From an optimization exercise on the open Yosys and OpenROAD flow, aimed at a short achievable clock period and few clock cycles; shortcuts taken in it are not production practice.
RTL that was checked went through simulation tests only; none was proved equivalent to the original.
Power figures rest on the tool's default switching activity, not on a simulated workload.

// bitty_cpu
module bitty_cpu(
    input clk,
    input rst,
    output [7:0] imem_addr,
    input [15:0] imem_rdata,
    output [15:0] dmem_addr,
    output [15:0] dmem_wdata,
    output dmem_we,
    input [15:0] dmem_rdata,
    output reg halted
    );
reg [15:0] r [0:7];
reg [15:0] c;
reg [7:0]  fa;           
reg        arr_ok;       
reg [7:0]  d_pc;         
reg        d_pred;       
reg        replay;       
reg [15:0] ibuf;
reg [7:0]  ibuf_pc;
reg        ibuf_pred;
reg        e_valid, e_alu, e_ld, e_st, e_br, e_pred;
reg        e_bpred;          
reg        e_dres, e_dact;   
reg [7:0]  e_sel;
reg        e_subcmp;         
reg [2:0]  e_rx;
reg [1:0]  e_cond;
reg [7:0]  e_tgt, e_pc, e_pc1;
reg [15:0] e_a, e_b;
reg        w_alu, w_ld;      
reg [2:0]  w_rx;
reg [15:0] w_val;
localparam NB = 4;
reg        b_v   [0:NB-1];
reg [7:0]  b_pc  [0:NB-1];
reg [7:0]  b_tgt [0:NB-1];
reg [1:0]  b_rr;
reg        u_ins, u_inv;     
reg [7:0]  u_pc, u_tgt;
assign imem_addr  = fa;
assign dmem_addr  = e_b;
assign dmem_wdata = e_a;
assign dmem_we    = e_st;        
wire [15:0] alu_out;
ALU alu(.in_a(e_a), .in_b(e_b), .sel(e_sel), .ALU_out(alu_out));
wire [15:0] cc = w_ld ? dmem_rdata : w_alu ? w_val : c;
wire c_hi0 = cc[15:2] == 14'd0;
wire e_act = e_br & c_hi0 &
             ((e_cond == 2'b00 & ~cc[1] & ~cc[0]) |
              (e_cond == 2'b01 & ~cc[1] &  cc[0]) |
              (e_cond == 2'b10 &  cc[1] & ~cc[0]));
wire e_miss = e_valid & ~e_dres & (e_act != e_pred);
wire [7:0] e_fix = e_act ? e_tgt : e_pc1;
wire e_out = e_dres ? e_dact : e_act;    
wire e_wr = e_alu;               
reg       p_hit;
reg [7:0] p_tgt;
integer j;
always @(*) begin
    p_hit = 1'b0;
    p_tgt = 8'd0;
    for (j = 0; j < NB; j = j + 1)
  ...
Size in the first run: about 3100 cells after synthesis, ~360 flip-flops, roughly 76 I/O pins, ~22000 um2 of cells after synthesis.
Settings: LEC_CHECK=0, ABC_AREA=1, ABC_CLOCK_PERIOD_IN_PS=2000, CAP_MARGIN=20, CORE_MARGIN=2, CORE_UTILIZATION=40, SETUP_SLACK_MARGIN=4.2, SLEW_MARGIN=20; clock period 6.0 ns.
run.sh (not shown) runs the stock make flow with config.mk's settings and CLKGATE_MAP_FILE= SYNTH_SCRIPT=/design/flow/synth_recipe.tcl, a recipe that flattens the netlist after the stock synthesis.
The first run finished with timing, DRC and antenna clean.
Testbench counts at the start, summed over its fixed seeds: cycles 75,367.
Then changed:
==> flow/flow/run.sh (new file) <==
#!/bin/bash
# Standard ORFS layout, with the port buffers made from buf_4 cells
# instead of the delay-buffer cell buffer_ports picks on its own.
set -e
cd "$(dirname "$0")/.."
ls -la > files.log
cat standard.sh > standard_sh_copy.log
export BUFFER_PORTS_ARGS="-buffer_cell sky130_fd_sc_hd__buf_4"
bash standard.sh > standard.log 2>&1
==> flow/standard.sh (new file) <==
#!/bin/bash
# synth_recipe.tcl (not shown) runs the flow's synth.tcl, then flattens the netlist and writes it again
# the make line also repeats each setting of config.mk as NAME=value (left out here)
make -C /OpenROAD-flow-scripts/flow DESIGN_CONFIG=/design/flow/config.mk WORK_HOME=/design/flow/orfs CLKGATE_MAP_FILE= SYNTH_SCRIPT=/design/flow/synth_recipe.tcl "${@:-finish}"
Settings changed: CORE_UTILIZATION 40 to 55, SETUP_SLACK_MARGIN 4.2 to 3.5.
removed: flow/run.sh
What happened:
- maximum frequency came out lower by 1.4%
- cell area came out lower by about 18%
- worst setup slack is worse by 38 ps

========
## run a
bitty_cpu, a different RTL version from the one above (not shown whole).
Size in the first run: about 2500 cells after synthesis, ~340 flip-flops, ~76 I/O pins.
Settings: LEC_CHECK=0, ABC_CLOCK_PERIOD_IN_PS=2000, CAP_MARGIN=20, CORE_MARGIN=2, CORE_UTILIZATION=40, SETUP_SLACK_MARGIN=3.5, SLEW_MARGIN=20; clock period 6.0 ns.
standard.sh (not shown) runs the stock make flow with config.mk's settings and CLKGATE_MAP_FILE= SYNTH_SCRIPT=/design/flow/synth_recipe.tcl, a recipe that flattens the netlist after the stock synthesis.
==> flow/flow/run.sh <==
#!/bin/bash
# Standard ORFS layout (the standard.sh), with two changes to how it
# is made: the port buffers are buf_4 cells instead of the delay-buffer
# cell buffer_ports picks on its own, and timing repair may resize a cell
# to one of another footprint.
set -e
cd "$(dirname "$0")/.."
export BUFFER_PORTS_ARGS="-buffer_cell sky130_fd_sc_hd__buf_4"
bash standard.sh MATCH_CELL_FOOTPRINT=0 finish > standard.log 2>&1
Run a: all stages complete, timing, DRC and antenna checks passed
Testbench counts of run a, summed over its fixed seeds: cycles 77,225.
diff inputs: run a => run b
==> flow/flow/run.sh <==
#!/bin/bash
# Standard ORFS layout, with the port buffers made from buf_4 cells
# instead of the delay-buffer cell buffer_ports picks on its own.
set -e
cd "$(dirname "$0")/.."
ls -la > files.log
cat standard.sh > standard_sh_copy.log
export BUFFER_PORTS_ARGS="-buffer_cell sky130_fd_sc_hd__buf_4"
bash standard.sh > standard.log 2>&1
## What came out
In summary, run b completed successfully, with a layout that passed the timing, DRC and antenna checks. A start point of the critical path of imem_rdata[5] is what run a shows, while e_a[6] belongs to run b. Run b vs run a: overall power down slightly. Diff run a -> run b: proportion of cell area occupied by multi-input gates went up 0.44 points; part of the cycle the worst path needs held; worst hold slack went down 0.0051 ns; portion of total power attributed to the clock network went down 3.7 points. The clock network as the main power-consuming group was reported by run a, and registers by run b.

========
bitty_cpu, a different RTL version from the one above (not shown whole).
Size: roughly 2200 cells after synthesis, roughly 330 flip-flops, about 76 I/O pins, roughly 0.019 mm² of cells after synthesis.
## bitty_cpu
module bitty_cpu(
    input clk,
    input rst,
    output [7:0] imem_addr,
    input [15:0] imem_rdata,
    output [15:0] dmem_addr,
    output [15:0] dmem_wdata,
    output dmem_we,
    input [15:0] dmem_rdata,
    output reg halted
    );
clock: 6.0 ns
lec_check: 0
abc_clock_period_in_ps: 2000
cap_margin: 20
core_margin: 2
core_utilization: 40
setup_slack_margin: 3.1
slew_margin: 20
run.sh (not shown) runs the stock make flow with config.mk's settings and CLKGATE_MAP_FILE= SYNTH_SCRIPT=/design/flow/synth_recipe.tcl, a recipe that flattens the netlist after the stock synthesis.
Stock flow here: none of the scripts above is used.
The starting point completed without violations.
Next try:
==> flow/flow/run.sh (new file) <==
#!/bin/bash
# Standard ORFS layout, with the port buffers made from buf_4 cells
# instead of the delay-buffer cell buffer_ports picks on its own.
set -e
cd "$(dirname "$0")/.."
ls -la > files.log
cat standard.sh > standard_sh_copy.log
export BUFFER_PORTS_ARGS="-buffer_cell sky130_fd_sc_hd__buf_4"
bash standard.sh > standard.log 2>&1
==> flow/standard.sh (new file) <==
#!/bin/bash
# synth_recipe.tcl (not shown) runs the flow's synth.tcl, then flattens the netlist and writes it again
# the make line also repeats each setting of config.mk as NAME=value (left out here)
make -C /OpenROAD-flow-scripts/flow DESIGN_CONFIG=/design/flow/config.mk WORK_HOME=/design/flow/orfs CLKGATE_MAP_FILE= SYNTH_SCRIPT=/design/flow/synth_recipe.tcl "${@:-finish}"
SETUP_SLACK_MARGIN = 3.5   (was 3.1)
removed: flow/run.sh
Result: Non-clock buffer count increases by 122. Worst setup slack gets better by 0.11 ns. Power climbs by about 7%.
No functional check of the RTL was part of any run of this note.

========
## alpha
bitty_cpu, a different RTL version from the one above (not shown whole).
Size in the first run: about 2,500 cells after synthesis, roughly 370 flip-flops, about 22,000 sq um of cells after synthesis.
clock: 6.0 ns
lec_check: 0
abc_clock_period_in_ps: 2000
cap_margin: 20
core_margin: 2
core_utilization: 40
setup_slack_margin: 3.5
slew_margin: 20
Stock flow here: none of the scripts above is used.
alpha did not stop at any stage, and its layout met the timing, DRC and antenna checks.
Input-level comparison between beta and alpha:
==> flow/flow/run.sh (new file) <==
#!/bin/bash
# Standard ORFS layout, with the port buffers made from buf_4 cells
# instead of the delay-buffer cell buffer_ports picks on its own.
set -e
cd "$(dirname "$0")/.."
ls -la > files.log
cat standard.sh > standard_sh_copy.log
export BUFFER_PORTS_ARGS="-buffer_cell sky130_fd_sc_hd__buf_4"
bash standard.sh > standard.log 2>&1
==> flow/standard.sh (new file) <==
#!/bin/bash
# synth_recipe.tcl (not shown) runs the flow's synth.tcl, then flattens the netlist and writes it again
# the make line also repeats each setting of config.mk as NAME=value (left out here)
make -C /OpenROAD-flow-scripts/flow DESIGN_CONFIG=/design/flow/config.mk WORK_HOME=/design/flow/orfs CLKGATE_MAP_FILE= SYNTH_SCRIPT=/design/flow/synth_recipe.tcl "${@:-finish}"
removed: flow/run.sh
In beta the total of clock buffers placed in the layout turned out 2 lower than in alpha.
alpha leaves more setup margin than beta.
Compared with alpha, the detailed router inserted more vias in beta.
The fraction of area in multi-input gates number comes out higher for beta vs alpha.
No run of this note included a check of the RTL's function; only the layout flow was run.

## separate check: timing with driven ports
Ports are ideal in the flow. The routed layouts listed here were re-timed in OpenROAD.
Step 1 (the two cells are an assumption about what drives the block):
set clk [get_ports {clk}]
set_driving_cell -lib_cell sky130_fd_sc_hd__clkbuf_16 $clk
set_driving_cell -lib_cell sky130_fd_sc_hd__buf_2 [delete_from_list [all_inputs] $clk]
Step 2 moves the port delays by t, midway between the first and last clock arrival at a register: inputs arrive t later, outputs are due t later. That takes back most of the time a late clock gives input paths.
Slacks: no drivers / after step 1 / after step 2; pairs: no drivers / after step 1.
run | t, ns | setup WS [ns] | worst setup path after step 2
the first run of note 1 | 0.647 | 3.334 / 3.346 / 2.699 | input to register
the second run of note 1 | 0.635 | 3.296 / 3.296 / 2.701 | input to register
run a | 0.633 | 3.174 / 3.194 / 2.561 | input to register
run b | 0.632 | 3.170 / 3.147 / 2.515 | input to register
the first run of note 3 | 0.613 | 3.146 / 3.086 / 2.562 | input to register
the second run of note 3 | 0.615 | 3.258 / 3.258 / 2.709 | input to register
alpha | 0.641 | 2.927 / 2.927 / 2.409 | input to register
beta | 0.639 | 2.888 / 2.888 / 2.568 | input to register
After both steps setup and hold are still met in every run listed. For run b, which loses most, drivers alone change the setup slack by -0.023 ns; drivers and shift together by -0.655 ns.
